From an optimization exercise on the open Yosys and OpenROAD flow, aimed at small area, a short achievable clock period and few clock cycles per item; shortcuts taken in it are not production practice.
Only simulation tests tie the RTL to the original design; equivalence was not proved.

<file path="config.mk">
export PLATFORM = sky130hd
export DESIGN_NAME = Procesador
export DESIGN_NICKNAME = Procesador
export VERILOG_FILES = /design/flow/design.v
export SDC_FILE = /design/flow/constraint.sdc
export NUM_CORES = 4
export LEC_CHECK = 0
export CAP_MARGIN = 20
export CORE_MARGIN = 2
export CORE_UTILIZATION = 40
export SLEW_MARGIN = 20
</file>
<file path="constraint.sdc">
create_clock -name core_clock -period 12.0 [get_ports {clk}]
set_input_delay 2.4000 -clock core_clock [delete_from_list [all_inputs] [get_ports {clk}]]
set_output_delay 2.4000 -clock core_clock [all_outputs]
set_load 0.01 [all_outputs]
</file>
<file path="design.v">
module PC #(parameter bits=32) (input logic clk, rst,en,
									input logic [bits-1:0] d, 
									output logic [bits-1:0] q);
    always_ff @(posedge clk, posedge rst) 
        if (rst) 		q <= 0;
        else if (!en) q <= d;
endmodule
module sumador #(parameter N=32)(input logic [N-1:0] A,B,
										  output logic [N-1:0] C);
assign C = A + B;
endmodule
module mux_ #(parameter bits=4)(input logic  select, 
									input logic [bits-1:0] A, B,
									output logic [bits-1:0] out);
always_comb 
	begin
		case(select)
			1'b0 :out = A;
			1'b1 :out = B;
			default :out = A;
		endcase 
	end
endmodule
module mux3_1 #(parameter bits=32)(input logic [1:0] select, 
									input logic [bits-1:0] A, B, C,
									output logic [bits-1:0] out);
always_comb 
	begin
		case(select)
			2'b00 :out = A;
			2'b01 :out = B;
			2'b10 :out = C;
			default :out = A;
		endcase 
	end
endmodule
module pipeLine #(parameter bits = 32) 
	(input logic clk, rst, en, flush,
	input [bits-1:0] stateIn, 
	output logic [bits-1:0] stateOut);
logic [bits-1:0] state;
always_ff @ (posedge clk, posedge rst) begin
	if (rst)
		state <= 32'b0;
	else if(flush)
		state <= 32'b0;
	else if(!en)
		state <= stateIn;
end
assign stateOut = state;
endmodule
module Fetch (input logic clk,rst,en,
					input logic [31:0]imemData,
					input logic [31:0]pcNext,
					output logic [31:0]instr, pc, nextPcOut);
	PC #(32) pcflipflop(clk, rst, en, pcNext, pc);
	sumador #(32) add1(pc, 32'h1, nextPcOut);
	assign instr = imemData;
endmodule
module Extend(input logic [16:0] datain,
                output logic [31:0] dataout);
   assign dataout = {{15{datain[16]}}, datain};
endmodule
module ControlUnit(input logic Inmed,
						input logic [1:0] Op,
						input logic [3:0] func,
						output logic FlagW,RegWrite,MemtoReg,MemWrite,
						Branch,ALUSrc,NoWrite,RegSrcA1,RegSrcA2,txt,
						output logic [3:0] ALUControl);
logic [9:0]generalOut;
logic ALUOp;
 always_comb begin
		case(Op)
			2'b00:if(Inmed)begin
						if(func == 4'b1001)
							generalOut = 10'b0011010010; 
						else
							generalOut = 10'b0001010010; 
						end
					else begin
						if(func == 4'b1001)
							generalOut = 10'b0010010010; 
						else
							generalOut = 10'b0000010010; 
						end
			2'b01: if(Inmed)
						generalOut = 10'b0101110000; 
					 else
						generalOut = 10'b0000110000; 
			2'b10: if(func == 4'b1111)
						generalOut = 10'b0101000001; 
					 else
						generalOut = 10'b0101001000; 
			2'b11: generalOut = 10'b1101000100; 
        default:
          generalOut = 10'b0000000000;
		endcase
	end
assign{RegSrcA1,RegSrcA2,NoWrite,ALUSrc,MemtoReg,RegWrite,MemWrite,Branch,ALUOp,txt} = generalOut;
always_comb begin
	if(ALUOp) begin
			case(func)
				4'b0000: ALUControl = 4'b0000; 
				4'b0001: ALUControl = 4'b0001; 
				4'b0010: ALUControl = 4'b0010; 
				4'b0100: ALUControl = 4'b0100; 
				4'b0101: ALUControl = 4'b0101; 
				4'b0110: ALUControl = 4'b0110; 
				4'b0111: ALUControl = 4'b0111; 
				4'b1000: ALUControl = 4'b1000; 
				4'b1001: ALUControl = 4'b0001; 
				default: ALUControl = 4'b0000;
			endcase
		FlagW = (func == 4'b1001);
	end
	else begin
	ALUControl = 4'b0000;
	FlagW = 1'b0;
	end
end
endmodule
module RegFile (input logic clk, rst, WE3,
					input logic [3:0] A1, A2, A3,
					input logic [31:0] WD3,R15,
					output logic [31:0] RD1, RD2);
	logic [31:0] regF [14:0];
	logic [31:0] rf1, rf2;
	int n;
	always_ff @(posedge clk) begin
		if(rst)begin
			for (n = 0; n < 15; n = n + 1) begin
				regF[n] <= 32'b0;
			end
		end
		else begin
			if(WE3 && (A3 != 4'b1111))
				regF[A3] <= WD3;
		end
	end
	always_comb begin
		if (WE3 && (A1 == A3))
			rf1 = WD3;
		else
			rf1 = regF[A1];
		if (WE3 && (A2 == A3))
			rf2 = WD3;
		else
			rf2 = regF[A2];
	end
	always_comb begin
		if (A1 == 4'h0)begin 
            RD1 = 32'h0;
		end
      else begin
			if(A1==4'b1111)
            RD1 = R15;
			else
				RD1 = rf1;
		end
	end
	always_comb begin
		if (A2 == 4'h0)
            RD2 =32'h0;
        else if (A2 == 4'b1111)
            RD2 = 32'h0;
        else    
            RD2 = rf2;     
	end
endmodule
module Decode (input logic clk,rst,WE3,
					input logic [31:0]instr,pc,WD3,
					input logic [3:0] A3,
					output logic [3:0]ALUControl,RA1,RA2,
					output logic [31:0]immExt,RD1,RD2,
					output logic FlagW,RegWrite,MemtoReg,MemWrite,Branch,ALUSrc,NoWrite,txt);
	logic RegSrcA1,RegSrcA2;
	ControlUnit  CU(instr[4],instr[31:30],instr[3:0],
					FlagW,RegWrite,MemtoReg,MemWrite,Branch,
					ALUSrc,NoWrite,RegSrcA1,RegSrcA2,txt,ALUControl);
	mux_ #(4) muxA1(RegSrcA1,instr[25:22],4'b1111,RA1);
	mux_ #(4) muxA2(RegSrcA2,instr[21:18],instr[29:26],RA2);
	RegFile RF(clk,rst,WE3,RA1,RA2,A3,WD3,pc,RD1,RD2);
	Extend EI(instr[21:5],immExt);
endmodule
module pipeDecotoExe #(parameter bits = 32) 
	(input logic clk,rst,flush,
	input logic [bits-1:0] immExtD,RD2D,RD1D,
	input logic [3:0] WA3D,
	output logic [bits-1:0] immExtE, RD2E,RD1E,
	output logic [3:0] WA3E);
logic [bits-1:0] immExt;
logic [bits-1:0] RD2;
logic [bits-1:0] RD1;
logic [3:0] WA3;
always_ff @ (posedge clk, posedge rst) begin
	if (rst) begin
		immExt <= 32'b0;
		RD2 <= 32'b0;
		RD1 <= 32'b0;
		WA3 <= 4'b0;
	end
	else if (flush) begin
		immExt <= 32'b0;
		RD2 <= 32'b0;
		RD1 <= 32'b0;
		WA3 <= 4'b0;
	end
	else begin
		immExt <= immExtD;
		RD2 <= RD2D;
		RD1 <= RD1D;
		WA3 <= WA3D;
	end
end
assign immExtE = immExt;
assign RD2E = RD2;
assign RD1E = RD1;
assign WA3E = WA3;
endmodule
module pipeContUnitDtoE (input logic clk,rst,flush,FlagWD,RegWriteD,MemtoRegD,
										MemWriteD,BranchD,ALUSrcD,NoWriteD, 
								input logic [1:0] CondD,
								input logic [3:0] ALUControlD,
								output logic FlagWE,RegWriteE,MemtoRegE,MemWriteE,
												BranchE,ALUSrcE,NoWriteE,
								output logic [1:0] CondE,
								output logic [3:0] ALUControlE);
logic FlagW,RegWrite,MemtoReg,MemWrite,
		Branch,ALUSrc,NoWrite;
logic [1:0] Cond;
logic [3:0] ALUControl;
always_ff @ (posedge clk, posedge rst) begin
	if (rst) begin
		{FlagW,RegWrite,MemtoReg,MemWrite,
		Branch,ALUSrc,NoWrite,Cond} <= 9'b0;
		ALUControl <= 4'b0;
	end
	else if (flush) begin
		{FlagW,RegWrite,MemtoReg,MemWrite,
		Branch,ALUSrc,NoWrite,Cond} <= 9'b0;
		ALUControl <= 4'b0;
	end
	else begin
		FlagW <= FlagWD;
		RegWrite <= RegWriteD;
		MemtoReg <= MemtoRegD;
		MemWrite <= MemWriteD;
		Branch <= BranchD;
		ALUSrc <= ALUSrcD;
		NoWrite <= NoWriteD;
		Cond <= CondD;
		ALUControl <= ALUControlD;
	end
end
assign FlagWE = FlagW;
assign RegWriteE = RegWrite;
assign MemtoRegE = MemtoReg;
assign MemWriteE = MemWrite;
assign BranchE = Branch;
assign ALUSrcE = ALUSrc;
assign NoWriteE = NoWrite;
assign CondE = Cond;
assign ALUControlE = ALUControl;
endmodule
module sumALU #(parameter bits = 32)( input logic [bits-1:0] a, b,
												output logic [bits-1:0] out,
												output logic cout);
	assign {cout, out} = a + b;
endmodule
module resALU #(parameter bits = 32)( input logic [bits-1:0] a, b,
												output logic [bits-1:0] out);
	assign  out = a - b;
endmodule
module mulALU #(parameter bits = 32)( input logic [bits-1:0] a, b,
													output logic [bits-1:0] out);
	assign out = a * b;
endmodule
module andALU #(parameter bits = 32)
				(input logic [bits-1:0] a,b,
				output logic [bits-1:0] c);
	assign c = a & b;
endmodule
module orALU #(parameter bits = 32)
				(input logic [bits-1:0] a, b,
				output logic [bits-1:0] c);
	assign c = a | b;
endmodule
module flagN #(parameter bits = 32)
				(input logic [3:0] s,
				input logic [bits-1:0] result,
				output logic flag);
	assign flag = result[bits-1];
endmodule 
module flagZ #(parameter bits = 32)
					(input logic [3:0] s,
					input logic [bits-1:0] result,
					output logic flag);
	assign flag = (result == '0) & (s == 4'b0000
												| s == 4'b0001
												| s == 4'b0010
												| s == 4'b0011);
endmodule
module flagO# (parameter bits = 32)
					(input logic [bits-1:0] a, b, result,
					input logic [3:0]s,
					output logic flag);
logic aritmetic, signo, verif;
always_comb begin
		case(s)
			4'b0000 :aritmetic = 1;
			4'b0001 :aritmetic = 1;
			default :aritmetic = 0;
		endcase 
	end
assign signo = a[bits-1] ^ result[bits-1];
always_comb begin
		case(s)
			4'b0000 :verif = a[bits-1] == b[bits-1];
			4'b0001 :verif = a[bits-1] ^ b[bits-1];
			default :verif = 0;
		endcase 
	end
assign flag = aritmetic & signo & verif;	
endmodule 
module shiftL#	(parameter bits=32)(input logic [bits-1:0] num,
											input logic [bits-1:0] corrim,
											output logic [bits-1:0] out);
assign out = num << corrim;
endmodule
module shiftR#	(parameter bits=32)(input logic [bits-1:0] num,
											input logic [bits-1:0] corrim,
											output logic [bits-1:0] out);
assign out = num >> corrim;
endmodule 
module muxflag(input logic [3:0]s, 
					input logic	[3:0]flags,
					output logic [3:0] out);
	always_comb begin
		case(s)
			4'b0000 :out = flags;
			4'b0001 :out = flags;
			4'b0010 :out = {1'b0,flags[2:0]};
			4'b0011 :out = {1'b0,flags[2:0]};
			default :out = 4'b0000;
		endcase 
	end
endmodule
module muxALU #(parameter bits = 32)
				(input logic [3:0] s,
				input [bits-1:0] value0,value1,value2,value3,value4,value5,value6,value7,value8,
				output logic [bits-1:0] out);
	always_comb begin
		case(s)
			4'b0000: out = value0;
			4'b0001: out = value1;
			4'b0010: out = value2;
			4'b0011: out = value3;
			4'b0100: out = value4;
			4'b0101: out = value5;
			4'b0110: out = value6;
			4'b0111: out = value7;
			4'b1000: out = value8;
			default: out = value0;
		endcase
	end
endmodule
module Alu #(parameter bits=32)(input logic [3:0] s,
										input logic [bits-1:0] a,b,
										output logic [bits-1:0] outAlu,
										output logic [3:0] flag);
	logic [bits-1:0] andO, orO, shiftl, shiftr, sumO, resO, multO, divO;
	logic cout, flagN, flagZ, flagO, foaux;
	logic [3:0] flagAux;
	sumALU #(bits) sumAlu(a,b,sumO,cout);
	resALU #(bits) resAlu(a,b,resO);
	mulALU #(bits) mulAlu(a,b,multO);
	assign divO = '0;
	andALU #(bits) andAlu(a,b,andO);
	orALU #(bits) orAlu(a,b,orO);
	flagN #(bits) fN(s,outAlu,flagN);
	flagZ #(bits) fZ(s,outAlu,flagZ);
	flagO #(bits) fO(a,b,outAlu,s,flagO);
	shiftL #(bits) sl(a,b,shiftl);
	shiftR #(bits) sr(a,b,shiftr);
	assign flagAux = {cout, flagN, flagZ, flagO};
	muxflag mf(s,flagAux,flag);
	muxALU #(bits) muxalu(s,
							sumO,
							resO,
							multO,
							divO,
							andO,
							orO,
							shiftl,
							shiftr,
							b,
							outAlu);
endmodule
module flipflop #(parameter bits = 2) 
	(input logic clk,rst,en, 
	input [bits-1:0] stateIn, 
	output logic [bits-1:0] stateOut);
logic [bits-1:0] state;
always_ff @ (posedge clk, posedge rst) begin
	if (rst)
		state <= 2'b0;
	else begin
		if(en)
			state <= stateIn;
	end
end
assign stateOut = state;
endmodule
module CondCheck (input logic [1:0] Cond,
						input logic [3:0] Flags,
						output logic CondEx);
	logic neg, zero, carry_, overflow;
	assign {carry_, neg, zero, overflow} = Flags;
	always_comb case(Cond) 
		2'b00:     CondEx = 1'b1; 				 
		2'b01:     CondEx = zero; 				 
		2'b10:     CondEx = !neg && !zero; 	 
		2'b11:     CondEx = neg; 				 
		default:  CondEx = 1'bx;
	endcase
endmodule
module CondUnit(input logic clk,rst,FlagWE,NoWriteE,
						BranchE,MemWriteE,RegWriteE,
						input logic [1:0] CondE,
						input logic [3:0] AluFlags,
						output logic PCSrcE,RegWE,MemWE);
	logic [3:0] Flags;
	logic CondEx;
	flipflop #(2) ff1(clk,rst,FlagWE,AluFlags[3:2],Flags[3:2]);
	flipflop #(2) ff2(clk,rst,FlagWE,AluFlags[1:0],Flags[1:0]);
	CondCheck cc(CondE,Flags,CondEx);
	assign PCSrcE = CondEx & BranchE;
	assign RegWE = RegWriteE & !NoWriteE;
	assign MemWE = MemWriteE;
endmodule
module Execute (input logic clk,rst,FlagWE,RegWriteE,
						MemWriteE,BranchE,ALUSrcE,NoWriteE,
						input logic [1:0] CondE,
						input logic [3:0] ALUControlE,
						input logic [31:0]immExtE,RD2E,RD1E,
						output logic [31:0] ALUResultE,
						output logic PCSrcE,RegWE,MemWE);
	logic [31:0] SrcBE;
	logic [3:0] AluFlags;
	mux_ #(32) muxRegOrInmExt(ALUSrcE,RD2E,immExtE,SrcBE);
	Alu #(32) ALU(ALUControlE,RD1E,SrcBE,ALUResultE,AluFlags);
	CondUnit unidadCond(clk,rst,FlagWE,NoWriteE,BranchE,
								MemWriteE,RegWriteE,CondE,AluFlags,PCSrcE,
								RegWE,MemWE);
endmodule
module pipeExetoMem #(parameter bits = 32) 
							(input logic clk,rst,
							input logic [3:0] WA3E,
							input logic [bits-1:0]WriteDataE,ALUResultE,
							output logic [3:0] WA3M,
							output logic [bits-1:0] WriteDataM,ALUResultM);
logic [bits-1:0] WriteData;
logic [bits-1:0] ALUResult;
logic [3:0] WA3;
always_ff @ (posedge clk, posedge rst) begin
	if (rst) begin
		WA3 <= 4'b0;
		WriteData <= 32'b0;
		ALUResult <= 32'b0;
	end
	else begin
		WA3 <= WA3E;
		WriteData <= WriteDataE;
		ALUResult <= ALUResultE;
	end
end
assign WA3M = WA3;
assign WriteDataM = WriteData;
assign ALUResultM = ALUResult;
endmodule
module pipeCondUnitEtoM(input logic clk,rst,MemWriteE,MemtoRegE,RegWriteE,PCSrcE,
								output logic MemWriteM,MemtoRegM,RegWriteM,PCSrcM);
logic MemWrite,MemtoReg,RegWrite,PCSrc;
always_ff @ (posedge clk, posedge rst) begin
	if (rst) begin
		{MemWrite,MemtoReg,RegWrite,PCSrc} <= 4'b0;
	end
	else begin
		MemWrite <= MemWriteE;
		MemtoReg <= MemtoRegE;
		RegWrite <= RegWriteE;
		PCSrc <= PCSrcE;
	end
end
assign MemWriteM = MemWrite;
assign MemtoRegM = MemtoReg;
assign RegWriteM = RegWrite;
assign PCSrcM = PCSrc;
endmodule
module pipeMemtoWBack(input logic clk,rst,MemtoRegM,RegWriteM,PCSrcM,
							 input logic [3:0] WA3M,
							 input logic [31:0] ALUResultM,RDataM,
							 output logic MemtoRegW,RegWriteW,PCSrcW,
							 output logic [3:0] WA3W,
							 output logic [31:0] ALUResultW,RDataW);
logic MemtoReg,RegWrite,PCSrc;
logic [3:0] WA3;
logic [31:0] ALUResult;
logic [31:0] RData;
always_ff @ (posedge clk, posedge rst) begin
	if (rst) begin
		{MemtoReg,RegWrite,PCSrc} <= 3'b0;
		WA3 <= 4'b0;
		ALUResult <= 32'b0;
		RData <= 32'b0;
	end
	else begin
		MemtoReg <= MemtoRegM;
		RegWrite <= RegWriteM;
		PCSrc <= PCSrcM;
		WA3 <= WA3M;
		ALUResult <= ALUResultM;
		RData <= RDataM;
	end
end
assign MemtoRegW = MemtoReg;
assign RegWriteW = RegWrite;
assign PCSrcW = PCSrc;
assign WA3W = WA3;
assign ALUResultW = ALUResult;
assign RDataW = RData;
endmodule
module ForwardUnit (input logic RegWriteM,RegWriteW,
						 input logic [3:0] RA1E,RA2E,WA3M,WA3W,
						 output logic [1:0] RD1ESelect,RD2ESelect);
logic [1:0] ForwardRD1E, ForwardRD2E;						 
always_comb begin
	if((RA1E == WA3M) && RegWriteM)begin
		ForwardRD1E = 2'b10;
	end
	else if((RA1E == WA3W) && RegWriteW)begin
		ForwardRD1E = 2'b01;
	end
	else begin
		ForwardRD1E = 2'b00;
	end
end
always_comb begin
	if((RA2E == WA3M) && RegWriteM)begin
		ForwardRD2E = 2'b10;
	end
	else if((RA2E == WA3W) && RegWriteW)begin
		ForwardRD2E = 2'b01;
	end
	else begin
		ForwardRD2E = 2'b00;
	end
end
assign RD1ESelect = ForwardRD1E;
assign RD2ESelect = ForwardRD2E;
endmodule
 module StallUnit(input logic MemtoRegE,
						input logic [1:0] OpE,
						input logic [3:0] RA1D,RA2D,WA3E,
						output logic Stall);
logic LDRStall;
always_comb begin
	if((OpE == 2'b01)&&((RA1D == WA3E)|(RA2D == WA3E))&&MemtoRegE)
		LDRStall = 1'b1;
	else 
		LDRStall = 1'b0;
end
assign Stall = LDRStall;
endmodule
module Procesador(input logic clk,rst,
						input logic [31:0] imem_rdata,
						input logic [6:0] dmem_rdata,
						output logic [31:0] imem_addr,
						output logic [31:0] dmem_addr,
						output logic dmem_we,
						output logic [6:0] dmem_wdata,
						output logic txtE,
						output logic [31:0] SrcBE);
	logic FlagWD,MemtoRegD,ALUSrcD,RegWriteD,BranchD,MemWriteD,NoWriteD,txtD,
			FlagWE,RegWriteE,MemtoRegE,MemWriteE,BranchE,ALUSrcE,NoWriteE,
			PCSrcE,RegWE,MentoRE,MemWE,
			MemWriteM,MemtoRegM,RegWriteM,PCSrcM,
			MemtoRegW,RegWriteW,PCSrcW,
			Stall;
	logic [1:0] RD1ESelect,RD2ESelect,OpE,CondE;
	logic [3:0] ALUControlD,ALUControlE,WA3E,WA3M,WA3W,
					RA1D,RA2D,RA1E,RA2E;
	logic [31:0] pc,pcmas1,pcNext,pcD;  
	logic [31:0] instrF,instrD,RD1D,immExtD,RD2D,
					 immExtE,RD1E,ALUResultE,SrcAE,RD2E, 
					 WriteDataM,ALUResultM,RDataM,RDataM1,RDataM2,
					 ALUResultW,RDataW,ResultW;
	mux_ #(32) muxPC2(PCSrcE,pcmas1,ALUResultE,pcNext);
	Fetch fetch(clk,rst,Stall,imem_rdata,pcNext,instrF,pc,pcmas1);
	assign imem_addr = pc;
	pipeLine #(32) pipeInstrFtoD(clk,rst,Stall,PCSrcE,instrF,instrD);
	pipeLine #(32) pipePCFtoD(clk,rst,Stall,PCSrcE,pc,pcD);
	Decode decode(clk,rst,RegWriteW,instrD,pcD,ResultW,WA3W,ALUControlD,
					  RA1D,RA2D,immExtD,RD1D,RD2D,FlagWD,RegWriteD,MemtoRegD,
					  MemWriteD,BranchD,ALUSrcD,NoWriteD,txtD);
	pipeDecotoExe #(32) pipeDtoE(clk,rst,(Stall|PCSrcE),immExtD,RD2D,RD1D,instrD[29:26],
										  immExtE,RD2E,RD1E,WA3E);
	pipeContUnitDtoE pipeCUDtoE(clk,rst,(Stall|PCSrcE),FlagWD,RegWriteD,MemtoRegD,MemWriteD,
										 BranchD,ALUSrcD,NoWriteD,instrD[4:3],ALUControlD,
										 FlagWE,RegWriteE,MemtoRegE,MemWriteE,BranchE,
										 ALUSrcE,NoWriteE,CondE,ALUControlE); 
	pipeLine #(4) pipeRA1DtoE(clk,rst,1'b0,(Stall|PCSrcE),RA1D,RA1E);
	pipeLine #(4) pipeRA2DtoE(clk,rst,1'b0,(Stall|PCSrcE),RA2D,RA2E);
	pipeLine #(2) pipeOpDtoE(clk,rst,1'b0,(Stall|PCSrcE),instrD[31:30],OpE);
	pipeLine #(1) pipetxtDtoE(clk,rst,1'b0,(Stall|PCSrcE),txtD,txtE);
	mux3_1 #(32) muxRD1E(RD1ESelect,RD1E,ResultW,ALUResultM,SrcAE);
	mux3_1 #(32) muxRD2E(RD2ESelect,RD2E,ResultW,ALUResultM,SrcBE);
	Execute execute(clk,rst,FlagWE,RegWriteE,MemWriteE,BranchE,
						 ALUSrcE,NoWriteE,CondE,ALUControlE,immExtE,
						 SrcBE,SrcAE,ALUResultE,PCSrcE,RegWE,MemWE);
	pipeExetoMem pipeEtoM(clk,rst,WA3E,SrcBE,ALUResultE,
								 WA3M,WriteDataM,ALUResultM);
	pipeCondUnitEtoM pipeCondEtoM(clk,rst,MemWE,MemtoRegE,RegWE,PCSrcE,
											MemWriteM,MemtoRegM,RegWriteM,PCSrcM);
	assign dmem_addr  = ALUResultM;
	assign dmem_we    = MemWriteM;
	assign dmem_wdata = WriteDataM[6:0];
	assign RDataM = {{25{dmem_rdata[6]}}, dmem_rdata};
	pipeMemtoWBack pipeMtoW(clk,rst,MemtoRegM,RegWriteM,PCSrcM,WA3M,ALUResultM,RDataM,
									MemtoRegW,RegWriteW,PCSrcW,WA3W,ALUResultW,RDataW);
	mux_ #(32) muxMemoryOrAlu(MemtoRegW,ALUResultW,RDataW,ResultW);
	ForwardUnit forwardU(RegWriteM,RegWriteW,RA1E,RA2E,WA3M,WA3W,RD1ESelect,RD2ESelect);
	StallUnit ldrHazard(MemtoRegE,OpE,RA1D,RA2D,WA3E,Stall);
endmodule
</file>
<file path="run.sh">
#!/bin/bash
# synth_recipe.tcl (not shown) runs the flow's synth.tcl, then flattens the netlist and writes it again
# the make line also repeats each setting of config.mk as NAME=value (left out here)
make -C /OpenROAD-flow-scripts/flow DESIGN_CONFIG=/design/flow/config.mk WORK_HOME=/design/flow/orfs CLKGATE_MAP_FILE= SYNTH_SCRIPT=/design/flow/synth_recipe.tcl finish
</file>
==> notes.md <==
-- layer usage --
| metal | up-vias | share of wire, % |
|---|---|---|
| li1 | 25300 | - |
| met1 | 30600 | 38 |
| met2 | 4710 | 42 |
| met3 | 1039 | 13 |
| met4 | 6 | 7.4 |
| met5 | - | 0.015 |
-- flip-flops by register name, summed over array words and instances (netlist names), 7 cells and up --
signal,flops
pipeEtoM.WriteData,7
pipeInstrFtoD.state,32
pipeMtoW.ALUResult,32
decode.RF.regF,512
fetch.pcflipflop.q,32
pipeDtoE.RD1,32
pipeMtoW.RData,7
pipeDtoE.RD2,32
pipeDtoE.immExt,17
pipePCFtoD.state,32
pipeEtoM.ALUResult,32
-- cell usage after synthesis (all sizes together), types with 15 or more instances --
cell / count
and2: 27
a21o: 35
o211ai: 36
a21oi: 424
inv: 476
mux2i: 28
o221ai: 15
a221oi: 141
o31a: 29
clkbuf: 458
xnor2: 123
nor3: 131
a211oi: 105
nand4: 37
nand2: 1271
ha: 158
a311oi: 132
o31ai: 47
and3: 119
o21ai: 163
nor2: 1053
a31oi: 194
dfrtp: 297
edfxtp: 512
nor4: 50
xor2: 29
nand3: 267
a211o: 18
o21a: 27
fa: 409
buf: 148
nor2b: 21
o22ai: 62
nand2b: 45
-- stage by stage --
step	util [%]	hold WS, ns
6_report	44.7	0.359
5_1_grt	44.7	0.362
4_1_cts	44.7	0.362
3_5_place_dp	42.8	0.346
3_3_place_gp	42.8	0.340
2_1_floorplan	-	0.331
-- final timing paths --
kind,endpoint,start,cells after the start
max,execute.unidadCond.ff2.state[1],pipeMtoW.WA3[0],34
min,pipeCondEtoM.MemWrite,pipeCUDtoE.MemWrite,0
max reg2reg,execute.unidadCond.ff2.state[1],pipeMtoW.WA3[0],34
min reg2reg,pipeCondEtoM.MemWrite,pipeCUDtoE.MemWrite,0
max in group asynchronous,pipeEtoM.ALUResult[3],rst,4
min in group asynchronous,pipeDtoE.RD2[1],rst,2
-- final cells by class --
type                       count  area (sq um)  area share, %
antenna                        8          20.0         0.0283
clock buffer                 124          2440           3.45
inverter                     480          1810           2.57
tap                         2072          2590           3.67
sequential                   809         22800           32.3
clock inverter                43           507          0.717
timing repair buffer         424          3670           5.19
multi-input combinational   5451         36800           52.1
-- cell families (layout without fill, tap and decap cells) --
logic type	Yosys count	count (layout)
mux	43	43
simple gates	3067	3067
xor+xnor	157	157
buf+inv	1086	1071
other cells	1	40
compound gates	1582	1582
flops	809	809
fa+ha+maj	570	570
==> metrics.yaml <==
route:
  drc: 0
  ant_nets: 0
  wirelength_mm: 314
  avgRoutedWirePerCell_microns: 33.4
  via_per_inst: 6.55
  dr.pass1.iters: 9
  vias: 61700
  first_iter_violations: 8967
floorplanning:
  dieHeight_microns: 402
  die_width_microns: 402
  rows: 146
  floorplan.die_area_sq_um: 162000
  core_area_sq_um: 158000
  start_util_pct: 40.2
  io_pins: 146
sta:
  min_period_ns: 11.27
  tightest_slew_ns: 1.15
  relSlewSlack_pct: 22.8
  timing.fmax_mhz: 88.7
  drv_slew: 0
  rsz0062_at_grt: "no"
  finalSetupTns_ns: 0
  hold_viol_final: 0
  post-route-period-util_pct: 93.9
  finalSetupViolations: 0
  fin_ws_ns: 0.731
  skew_ns: 0.101
synth:
  netlist_area_sq_um: 63500
  synthXorXnorAreaFrac_pct: 2.29
  syn_area_per_cell_sq_um: 8.68
  async_reset_ff_share_pct: 36.7
  synth_top_family_by_area: "simple AND/OR/NAND/NOR gates"
  synth.ff_latch_count: 809
  synth_top_area_share_pct: 24.2
  yosysSeqAreaShare_pct: 35.9
  ys_types: 117
  synthTopCellsByArea: "edfxtp_1 (24%), fa_1 (13%), dfrtp_1 (12%)"
  netlist_instances: 7315
  synth_top_cell_by_area: "edfxtp_1"
  synth-compound-area-share_pct: 17.4
  yosys_warnings: 22
  synth-simple-area-share_pct: 20.6
  synth_mux_area_share_pct: 0.873
  synthFlopType: "edfxtp_1"
  synth_edf_count: 512
  synth_fa_ha_area_share_pct: 16.1
worst_setup_path:
  worstPathArrival_ns: 11.87
  crit_buf_inv: 7
  path_class: "flip-flop to flip-flop"
  r2r_setup_slack_ns: 0.73
  required_ns: 12.61
  crit_fanout: 14
  crit_family: "adder cells"
  crit_path_top_delay_cell: "nor4_1"
  cp_common_cell: "fa_1"
  crit_path_end_kind: "flip-flop"
  max_stage_delay_ns: 0.96
  startpoint_type: "flip-flop"
global_route:
  global_route.usage.met3_pct: 11.0
  use_met1_pct: 50.4
  grt_remaining_overflow: 0
  globalRouteMet2Util_pct: 55.2
  gr-max-usage-layer: "met2"
  grt_pass1_vias: 59100
  antenna_found_initial: 13
  grt_use_total_pct: 38.1
  grt_pass1_wl_mm: 444
  grt_max_degree: 169
worst_hold_path:
  min_path_type: "flip-flop to flip-flop"
outcome:
  status: "no timing/DRC/antenna violations"
cts:
  cts_resized: 0
  ctsHtreeMaxLevel: 3
  clock_path_buffers: 3
  cts_tree: "done"
  cts-root-buf: "clkbuf_16"
  cts.sinks: 809
  cts_setup_buffers: 0
  worstSkewPairLatency_ns: 0.77
  path_clk_slew_ns: 0.06
  cts_buffers: 90
  postCtsHoldBufs: 0
placed_design:
  io_buffers: 145
  hpwlAfterDp_mm: 220
  placed_area_sq_um: 67700
  globalplace.congestion: 1.06
  preCtsSetupSlack_ns: 1.14
  dp.cells: 9236
cells_and_area:
  syn_to_final_growth_pct: 11.4
  fillCellCount: 15400
  stdcell_count: 9411
  final_common_cell: "nand2_1"
  drive_above_1_share_pct: 8.27
  layout.nets: 7864
  final_area_sq_um: 70700
  final_cell_mix: "nand2_1 (1248), nor2_1 (1049), edfxtp_1 (512)"
job:
  maxCapViolations: 0
Testbench counts, summed over its fixed seeds: cycles 418,263, samples 12,800.

[static timing again, ports no longer ideal]
Ports are ideal in the flow. The routed layout listed here was re-timed in OpenROAD. Step 1: set_driving_cell puts a clkbuf_16 on clk and a buf_2 on each other input, an assumption about the parent block. Step 2 times the ports against the registers' clock, not the clock port: input delays grow and output delays shrink by t, the midpoint of the rising clock arrivals with the driver on. a / b / c = no drivers / after step 1 / after step 2; a / b = the first two.
shift t [ns]: 0.812
setup slack, ns: 0.731 / 0.731 / 0.731
worst hold slack (ns): 0.359 / 0.359 / 0.359
worst data-port slew with drivers (ns): 0.10
pins driven straight from the clock port: 1
After both steps this run still meets setup and hold. For this run, drivers alone change the setup slack by 0.000 ns; drivers and shift together by 0.000 ns.
